From an optimization exercise on the open Yosys and OpenROAD flow, aimed at small area and a short achievable clock period; shortcuts taken in it are not production practice. Only simulation tests tie the RTL to the original design; equivalence was not proved. The clock input has no modelled driver; a real chip could not lean on it and would need a root buffer or a full tree. Power is estimated from default activity; no workload was simulated.

== tundra ==
==> flow/design.v (excerpt) <==
module PelicanMAC(clk,rst,
             load_iv,
             load_k,
             load_m,
             din,
             dout,
             done);
clock: 3.5 ns
lec_check: 0
cap_margin: 20
core_margin: 2
core_utilization: 40
setup_slack_margin: 1.8
slew_margin: 20
synth_hierarchical: 1
synth_minimum_keep_size: 0
standard.sh (not shown) runs the stock make flow with config.mk's settings and CLKGATE_MAP_FILE= SYNTH_SCRIPT=/design/flow/synth_recipe.tcl, a recipe that flattens the netlist after the stock synthesis.
==> flow/flow/run.sh <==
#!/bin/bash
# ORFS layout through the standard.sh, with
#  - the standard flow's synthesis script, but ABC mapping for area (flow/synth.tcl),
#  - plain buf_1 cells as port buffers (the resizer upsizes where needed),
#  - a hand-built two-level clock tree of inverters (two inversions keep
#    the clock's polarity; flow/cts_hook.tcl) in place of
#    TritonCTS, for a low clock insertion delay.
set -euo pipefail
here=$(cd "$(dirname "$0")" && pwd)
export BUFFER_PORTS_ARGS="-buffer_cell sky130_fd_sc_hd__buf_1"
export PRE_CTS_TCL="$here/cts_hook.tcl"
export MCTS_RLEV=2 MCTS_LLEV=2
export MCTS_ROOT=sky130_fd_sc_hd__inv_2 MCTS_LEAF=sky130_fd_sc_hd__inv_8
bash standard.sh SYNTH_SCRIPT="$here/synth.tcl" > standard.log 2>&1
==> flow/flow/cts_hook.tcl <==
# PRE_CTS hook: build a shallow, balanced clock tree by hand (see mancts.tcl)
# in place of TritonCTS; the rest of ORFS's CTS step (legalisation, timing
# repair) runs as usual.
source [file join [file dirname [info script]] mancts.tcl]
man_cts $::env(MCTS_RLEV) $::env(MCTS_LLEV) $::env(MCTS_ROOT) $::env(MCTS_LEAF)
set_propagated_clock [all_clocks]
rename clock_tree_synthesis ""
proc clock_tree_synthesis {args} {
  puts "clock_tree_synthesis skipped: clock tree built by cts_hook.tcl"
}
# ORFS's CTS step next clones clock inverters next to each register load;
# the hand-built tree is already final.
rename repair_clock_inverters ""
proc repair_clock_inverters {args} {
  puts "repair_clock_inverters skipped: clock tree built by cts_hook.tcl"
}
==> flow/flow/mancts.tcl <==
# Manual clock tree: the flip-flops are split by balanced recursive bisection
# of their placed positions into 2^(rlev+llev) groups; each group gets a leaf
# buffer at its centre, and each 2^llev neighbouring leaves a root buffer
# driven by the clock port (2^rlev roots). With llev 0 the roots drive the
# flip-flops directly. The cells may be buffers or, with two levels,
# inverters (output pin Y), whose two inversions keep the polarity.
proc man_cts {rlev llev rootcell leafcell} {
  set block [ord::get_db_block]
  set db [ord::get_db]
  set clknet [$block findNet clk]
  set sinks {}
  foreach it [$clknet getITerms] {
    lappend sinks $it
  }
  # positions
  set pts {}
  foreach it $sinks {
    set inst [$it getInst]
    set bb [$inst getBBox]
    lappend pts [list [expr {([$bb xMin]+[$bb xMax])/2}] [expr {([$bb yMin]+[$bb yMax])/2}]]
  }
  # balanced recursive bisection: split along the wider spread
  proc bisect {items levels} {
    if {$levels == 0} { return [list $items] }
    set xs {}; set ys {}
    foreach it $items { lappend xs [lindex $it 0]; lappend ys [lindex $it 1] }
    set xs [lsort -integer $xs]; set ys [lsort -integer $ys]
    set ax [expr {([lindex $xs end] - [lindex $xs 0]) >= ([lindex $ys end] - [lindex $ys 0]) ? 0 : 1}]
    set s [lsort -integer -index $ax $items]
    set h [expr {[llength $s] / 2}]
    return [concat [bisect [lrange $s 0 [expr {$h-1}]] [expr {$levels-1}]] [bisect [lrange $s $h end] [expr {$levels-1}]]]
  }
  proc centre {items} {
    set sx 0; set sy 0
    foreach it $items { incr sx [lindex $it 0]; incr sy [lindex $it 1] }
    set n [llength $items]
    return [list [expr {$sx / $n}] [expr {$sy / $n}]]
  }
  set items {}
  set i 0
  foreach p $pts { lappend items [list [lindex $p 0] [lindex $p 1] $i]; incr i }
  set groups [bisect $items [expr {$rlev + $llev}]]
  set lasg [lrepeat [llength $pts] 0]
  set lcs {}
  set g 0
  foreach grp $groups {
    lappend lcs [centre $grp]
    foreach it $grp { lset lasg [lindex $it 2] $g }
    incr g
  }
  set nleaf [expr {$llev > 0 ? [llength $groups] : 0}]
  set nroot [expr {1 << $rlev}]
  set per [expr {1 << $llev}]
  set rcs {}; set rasg {}
  for {set r 0} {$r < $nroot} {incr r} {
    set sub {}
    for {set l [expr {$r*$per}]} {$l < ($r+1)*$per} {incr l} { lappend sub [lindex $lcs $l]; lappend rasg $r }
    lappend rcs [centre $sub]
  }
  set rootm [$db findMaster $rootcell]
  set leafm [$db findMaster $leafcell]
  # root buffers
  set rnets {}
  for {set r 0} {$r < $nroot} {incr r} {
    set inst [odb::dbInst_create $block $rootm "mcts_root_$r"]
    $inst setLocation [lindex $rcs $r 0] [lindex $rcs $r 1]
    $inst setPlacementStatus PLACED
    set net [odb::dbNet_create $block "mcts_rnet_$r"]
    $net setSigType CLOCK
    [$inst findITerm A] connect $clknet
    [$inst findITerm [expr {[$inst findITerm X] ne "NULL" ? "X" : "Y"}]] connect $net
    lappend rnets $net
  }
  set dnets $rnets
  if {$nleaf > 0} {
    set dnets {}
    for {set l 0} {$l < $nleaf} {incr l} {
      set inst [odb::dbInst_create $block $leafm "mcts_leaf_$l"]
      $inst setLocation [lindex $lcs $l 0] [lindex $lcs $l 1]
      $inst setPlacementStatus PLACED
      set net [odb::dbNet_create $block "mcts_lnet_$l"]
      $net setSigType CLOCK
      [$inst findITerm A] connect [lindex $rnets [lindex $rasg $l]]
      [$inst findITerm [expr {[$inst findITerm X] ne "NULL" ? "X" : "Y"}]] connect $net
      lappend dnets $net
    }
  }
  set i 0
  foreach it $sinks {
    $it disconnect
    $it connect [lindex $dnets [lindex $lasg $i]]
    incr i
  }
}
==> flow/flow/synth.tcl <==
# The standard synthesis script (synth_recipe.tcl), except that ABC maps
# the S-box module GS and the key-input module AddRoundKey first with ORFS's
# speed script, then everything else
# with flow/abc_area.script: area-oriented mapping without ABC's own buffering
# and sizing, which the placer's timing repair does instead. Registers,
# flattening and renaming are exactly as in synth_recipe.tcl.
set ::abc_area_script [file join [file dirname [info script]] abc_area.script]
proc synth {args} { yosys synth -nofsm -noshare {*}$args }
proc abc {args} {
  set i [lsearch -exact $args -script]
  if {$i >= 0} {
    yosys abc {*}$args GS
    yosys abc {*}$args AddRoundKey
    lset args [expr {$i + 1}] $::abc_area_script
  }
  yosys abc {*}$args
}
source $::env(SCRIPTS_DIR)/synth.tcl
# left out here: clear keep_hierarchy, flatten, clean up, hide names made inside functions, write 1_2_yosys.v
Other scripts of this flow, unchanged in this note and not shown: flow/flow/abc_area.script
tundra finished all stages; the layout is clean.
diff inputs: tundra => sierra
==> flow/flow/run.sh <==
#!/bin/bash
# ORFS layout through the standard.sh, with
#  - the standard flow's synthesis script, but ABC mapping for area (flow/synth.tcl),
#  - plain buf_1 cells as port buffers (the resizer upsizes where needed),
#  - a hand-built two-level clock tree (flow/cts_hook.tcl) in place of
#    TritonCTS, for a low clock insertion delay.
set -euo pipefail
here=$(cd "$(dirname "$0")" && pwd)
export BUFFER_PORTS_ARGS="-buffer_cell sky130_fd_sc_hd__buf_1"
export PRE_CTS_TCL="$here/cts_hook.tcl"
export MCTS_RLEV=2 MCTS_LLEV=2
export MCTS_ROOT=sky130_fd_sc_hd__clkbuf_16 MCTS_LEAF=sky130_fd_sc_hd__clkbuf_16
bash standard.sh SYNTH_SCRIPT="$here/synth.tcl" > standard.log 2>&1
==> flow/flow/abc_gs.script (new file) <==
&get -n
&st
&dch
&nf
&put
diff --git a/flow/flow/cts_hook.tcl b/flow/flow/cts_hook.tcl
--- a/flow/flow/cts_hook.tcl
+++ b/flow/flow/cts_hook.tcl
@@ -10,7 +10 @@
 }
-# ORFS's CTS step next clones clock inverters next to each register load;
-# the hand-built tree is already final.
-rename repair_clock_inverters ""
-proc repair_clock_inverters {args} {
-  puts "repair_clock_inverters skipped: clock tree built by cts_hook.tcl"
-}
diff --git a/flow/flow/mancts.tcl b/flow/flow/mancts.tcl
--- a/flow/flow/mancts.tcl
+++ b/flow/flow/mancts.tcl
@@ -4,4 +4,3 @@
 # driven by the clock port (2^rlev roots). With llev 0 the roots drive the
-# flip-flops directly. The cells may be buffers or, with two levels,
-# inverters (output pin Y), whose two inversions keep the polarity.
+# flip-flops directly.
 proc man_cts {rlev llev rootcell leafcell} {
@@ -70,3 +69,3 @@
     [$inst findITerm A] connect $clknet
-    [$inst findITerm [expr {[$inst findITerm X] ne "NULL" ? "X" : "Y"}]] connect $net
+    [$inst findITerm X] connect $net
     lappend rnets $net
@@ -83,3 +82,3 @@
       [$inst findITerm A] connect [lindex $rnets [lindex $rasg $l]]
-      [$inst findITerm [expr {[$inst findITerm X] ne "NULL" ? "X" : "Y"}]] connect $net
+      [$inst findITerm X] connect $net
       lappend dnets $net
==> flow/flow/synth.tcl <==
# The standard synthesis script (synth_recipe.tcl), except that ABC maps
# the S-box module GS first with flow/abc_gs.script (ABC's delay-oriented
# mapper without buffering and sizing), the key-input module AddRoundKey with
# ORFS's speed script, then everything else with flow/abc_area.script: area-oriented mapping without ABC's own buffering
# and sizing, which the placer's timing repair does instead. Registers,
# flattening and renaming are exactly as in synth_recipe.tcl.
set ::abc_area_script [file join [file dirname [info script]] abc_area.script]
set ::abc_gs_script [file join [file dirname [info script]] abc_gs.script]
proc synth {args} { yosys synth -nofsm -noshare {*}$args }
proc abc {args} {
  set i [lsearch -exact $args -script]
  if {$i >= 0} {
    set a2 $args
    lset a2 [expr {$i + 1}] $::abc_gs_script
    yosys abc {*}$a2 GS
    yosys abc {*}$args AddRoundKey
    lset args [expr {$i + 1}] $::abc_area_script
  }
  yosys abc {*}$args
}
source $::env(SCRIPTS_DIR)/synth.tcl
# left out here: clear keep_hierarchy, flatten, clean up, hide names made inside functions, write 1_2_yosys.v
Relative to tundra, slew at the pin closest to its max-slew limit decreased by 0.035 ns in sierra. Run comparison: sierra slowest cell on the critical path xnor3_2; tundra slowest cell on the critical path buf_6. Delta (sierra minus tundra): area of the die lower; final standard cell utilization of the core higher; pre-CTS setup slack lower; worst setup slack lower. Max final net count across tundra and sierra: sierra. Relative to tundra, count of cells along the worst register-to-register path increased by 2 in sierra.
### sierra -> harbor
Settings: swapping 1.8 for 1.82 in SETUP_SLACK_MARGIN.
==> flow/flow/synth.tcl <==
# The standard synthesis script (synth_recipe.tcl), except that ABC maps
# the S-box module GS and the key-input module AddRoundKey first with ORFS's
# speed script, then everything else
# with flow/abc_area.script: area-oriented mapping without ABC's own buffering
# and sizing, which the placer's timing repair does instead. Registers,
# flattening and renaming are exactly as in synth_recipe.tcl.
set ::abc_area_script [file join [file dirname [info script]] abc_area.script]
proc synth {args} { yosys synth -nofsm -noshare {*}$args }
proc abc {args} {
  set i [lsearch -exact $args -script]
  if {$i >= 0} {
    yosys abc {*}$args GS
    yosys abc {*}$args AddRoundKey
    lset args [expr {$i + 1}] $::abc_area_script
  }
  yosys abc {*}$args
}
source $::env(SCRIPTS_DIR)/synth.tcl
# left out here: clear keep_hierarchy, flatten, clean up, hide names made inside functions, write 1_2_yosys.v
removed: flow/flow/abc_gs.script
==> results.txt <==
Run comparison: sierra master of the slowest instance on the critical path xnor3_2; harbor master of the slowest instance on the critical path dfxtp_2. Area overhead of the layout relative to synthesis is lower on harbor. Changes observed in harbor relative to sierra: count of inserted antenna diode cells climbed 3; power density relative to cell area dropped about 14%. Taking sierra as the reference, in harbor combinational share of power saw a decrease, die area higher, total design power down 28%, setup slack climbed 0.26 ns, portion of netlist area occupied by mux cells now sits higher. Looking only at sequential power, and setting everything else aside, the lower value of harbor and sierra goes to sierra.
--- input diff harbor..lagoon ---
Settings: swapping 1.82 for 1.75 in SETUP_SLACK_MARGIN.
The higher post-layout net count came out of harbor. Looking at antenna diode count, lagoon sits below harbor. Run comparison: harbor end point of the critical path dout[5]; lagoon end point of the critical path load_k. Sequential share of layout area in lagoon is 0.58 points higher than in harbor. harbor and lagoon ended up with roughly the same total placed cells including tap cells.
Input changes introduced in zinc (baseline for comparison: lagoon):
Settings: SETUP_SLACK_MARGIN: 1.75 -> 1.9; TNS_END_PERCENT: unset -> 5.
diff --git a/flow/flow/run.sh b/flow/flow/run.sh
--- a/flow/flow/run.sh
+++ b/flow/flow/run.sh
@@ -4,3 +4,4 @@
 #  - plain buf_1 cells as port buffers (the resizer upsizes where needed),
-#  - a hand-built two-level clock tree (flow/cts_hook.tcl) in place of
+#  - a hand-built two-level clock tree of inverters (two inversions keep
+#    the clock's polarity; flow/cts_hook.tcl) in place of
 #    TritonCTS, for a low clock insertion delay.
@@ -11,3 +12,3 @@
 export MCTS_RLEV=2 MCTS_LLEV=2
-export MCTS_ROOT=sky130_fd_sc_hd__clkbuf_16 MCTS_LEAF=sky130_fd_sc_hd__clkbuf_16
+export MCTS_ROOT=sky130_fd_sc_hd__inv_4 MCTS_LEAF=sky130_fd_sc_hd__inv_8
 bash standard.sh SYNTH_SCRIPT="$here/synth.tcl" > standard.log 2>&1
diff --git a/flow/flow/cts_hook.tcl b/flow/flow/cts_hook.tcl
--- a/flow/flow/cts_hook.tcl
+++ b/flow/flow/cts_hook.tcl
@@ -10 +10,7 @@
 }
+# ORFS's CTS step next clones clock inverters next to each register load;
+# the hand-built tree is already final.
+rename repair_clock_inverters ""
+proc repair_clock_inverters {args} {
+  puts "repair_clock_inverters skipped: clock tree built by cts_hook.tcl"
+}
diff --git a/flow/flow/mancts.tcl b/flow/flow/mancts.tcl
--- a/flow/flow/mancts.tcl
+++ b/flow/flow/mancts.tcl
@@ -4,3 +4,4 @@
 # driven by the clock port (2^rlev roots). With llev 0 the roots drive the
-# flip-flops directly.
+# flip-flops directly. The cells may be buffers or, with two levels,
+# inverters (output pin Y), whose two inversions keep the polarity.
 proc man_cts {rlev llev rootcell leafcell} {
@@ -69,3 +70,3 @@
     [$inst findITerm A] connect $clknet
-    [$inst findITerm X] connect $net
+    [$inst findITerm [expr {[$inst findITerm X] ne "NULL" ? "X" : "Y"}]] connect $net
     lappend rnets $net
@@ -82,3 +83,3 @@
       [$inst findITerm A] connect [lindex $rnets [lindex $rasg $l]]
-      [$inst findITerm X] connect $net
+      [$inst findITerm [expr {[$inst findITerm X] ne "NULL" ? "X" : "Y"}]] connect $net
       lappend dnets $net
## What came out
For zinc, the highest metal layer used by the detailed router was met5, unlike lagoon, where it was met4. zinc ends up with higher number of buffers added for setup after CTS than lagoon does. Lower final non-filler cell total among zinc and lagoon: lagoon. Sort zinc and lagoon by slew at the pin closest to its max-slew limit, ascending, and zinc comes first.
[inputs] ember vs zinc
Settings: TNS_END_PERCENT: 5 -> unset; CORE_UTILIZATION: 40 -> 35; SETUP_SLACK_MARGIN: 1.9 -> 1.8.
==> flow/flow/run.sh <==
#!/bin/bash
# ORFS layout through the standard.sh, with
#  - the standard flow's synthesis script, but ABC mapping for area (flow/synth.tcl),
#  - plain buf_1 cells as port buffers (the resizer upsizes where needed),
#  - a hand-built two-level clock tree (flow/cts_hook.tcl) in place of
#    TritonCTS, for a low clock insertion delay.
set -euo pipefail
here=$(cd "$(dirname "$0")" && pwd)
export BUFFER_PORTS_ARGS="-buffer_cell sky130_fd_sc_hd__buf_1"
export PRE_CTS_TCL="$here/cts_hook.tcl"
export MCTS_RLEV=2 MCTS_LLEV=2
export MCTS_ROOT=sky130_fd_sc_hd__clkbuf_16 MCTS_LEAF=sky130_fd_sc_hd__clkbuf_16
bash standard.sh SYNTH_SCRIPT="$here/synth.tcl" > standard.log 2>&1
diff --git a/flow/flow/cts_hook.tcl b/flow/flow/cts_hook.tcl
--- a/flow/flow/cts_hook.tcl
+++ b/flow/flow/cts_hook.tcl
@@ -10,7 +10 @@
 }
-# ORFS's CTS step next clones clock inverters next to each register load;
-# the hand-built tree is already final.
-rename repair_clock_inverters ""
-proc repair_clock_inverters {args} {
-  puts "repair_clock_inverters skipped: clock tree built by cts_hook.tcl"
-}
diff --git a/flow/flow/mancts.tcl b/flow/flow/mancts.tcl
--- a/flow/flow/mancts.tcl
+++ b/flow/flow/mancts.tcl
@@ -4,4 +4,3 @@
 # driven by the clock port (2^rlev roots). With llev 0 the roots drive the
-# flip-flops directly. The cells may be buffers or, with two levels,
-# inverters (output pin Y), whose two inversions keep the polarity.
+# flip-flops directly.
 proc man_cts {rlev llev rootcell leafcell} {
@@ -70,3 +69,3 @@
     [$inst findITerm A] connect $clknet
-    [$inst findITerm [expr {[$inst findITerm X] ne "NULL" ? "X" : "Y"}]] connect $net
+    [$inst findITerm X] connect $net
     lappend rnets $net
@@ -83,3 +82,3 @@
       [$inst findITerm A] connect [lindex $rnets [lindex $rasg $l]]
-      [$inst findITerm [expr {[$inst findITerm X] ne "NULL" ? "X" : "Y"}]] connect $net
+      [$inst findITerm X] connect $net
       lappend dnets $net
### Flow results
When ember is measured against zinc, its combinational group share of total power turns out 2.9 points lower.
Changes observed in ember relative to zinc: sequential share of layout area now sits higher; full die area now sits higher.
Fmax for ember: about 1.5% down relative to zinc
Compared ember against zinc; synthesized cell count within noise.
zinc → ember: data arrival time of the critical path up 0.12 ns, overall power of the completed layout climbed 8.0%, fraction of final layout cells sized beyond drive strength 1 saw an increase, post-CTS setup-driven buffer insertion count moved up.
Slew at the pin with the worst max-slew slack, zinc and ember: lower on zinc
ember: PASS, flow complete, no timing, DRC or antenna violations
In every run of this note, the design's own scripts or RTL, not TritonCTS, make the clock network.

[separate check: timing with driven ports]
The results above use ideal ports. As a check the final layouts listed here were re-extracted and re-timed, cells and wires unchanged. Step 1 sets driving cells, clkbuf_16 on the clock port and buf_2 on the other inputs (assumed; they add their load-dependent delay and slew). Step 2 also shifts input and output timing later by t, the mid clock arrival at the registers, as if the neighbouring blocks saw the same clock. a / b / c = ideal ports / drivers / drivers and shift; a / b = the first two.
run | shift t [ns] | slack for setup (ns) | hold slack, ns | worst slew at a driven data input, ns | cell pins on the clock port's net
tundra | 0.412 | 1.779 / 1.742 / 1.438 | 0.443 / 0.443 / 0.443 | 0.09 | 4
sierra | 0.423 | 1.589 / 1.589 / 1.492 | 0.441 / 0.441 / 0.441 | 0.08 | 4
harbor | 0.415 | 1.846 / 1.735 / 1.524 | 0.434 / 0.434 / 0.434 | 0.09 | 4
lagoon | 0.412 | 1.704 / 1.596 / 1.391 | 0.440 / 0.440 / 0.440 | 0.09 | 4
zinc | 0.330 | 1.763 / 1.677 / 1.558 | 0.441 / 0.441 / 0.441 | 0.10 | 4
ember | 0.416 | 1.736 / 1.707 / 1.400 | 0.443 / 0.443 / 0.443 | 0.10 | 4
After both steps setup and hold are still met in every run listed. The setup slack of tundra, which loses most, moves by -0.037 ns with the drivers and by -0.341 ns with both steps.
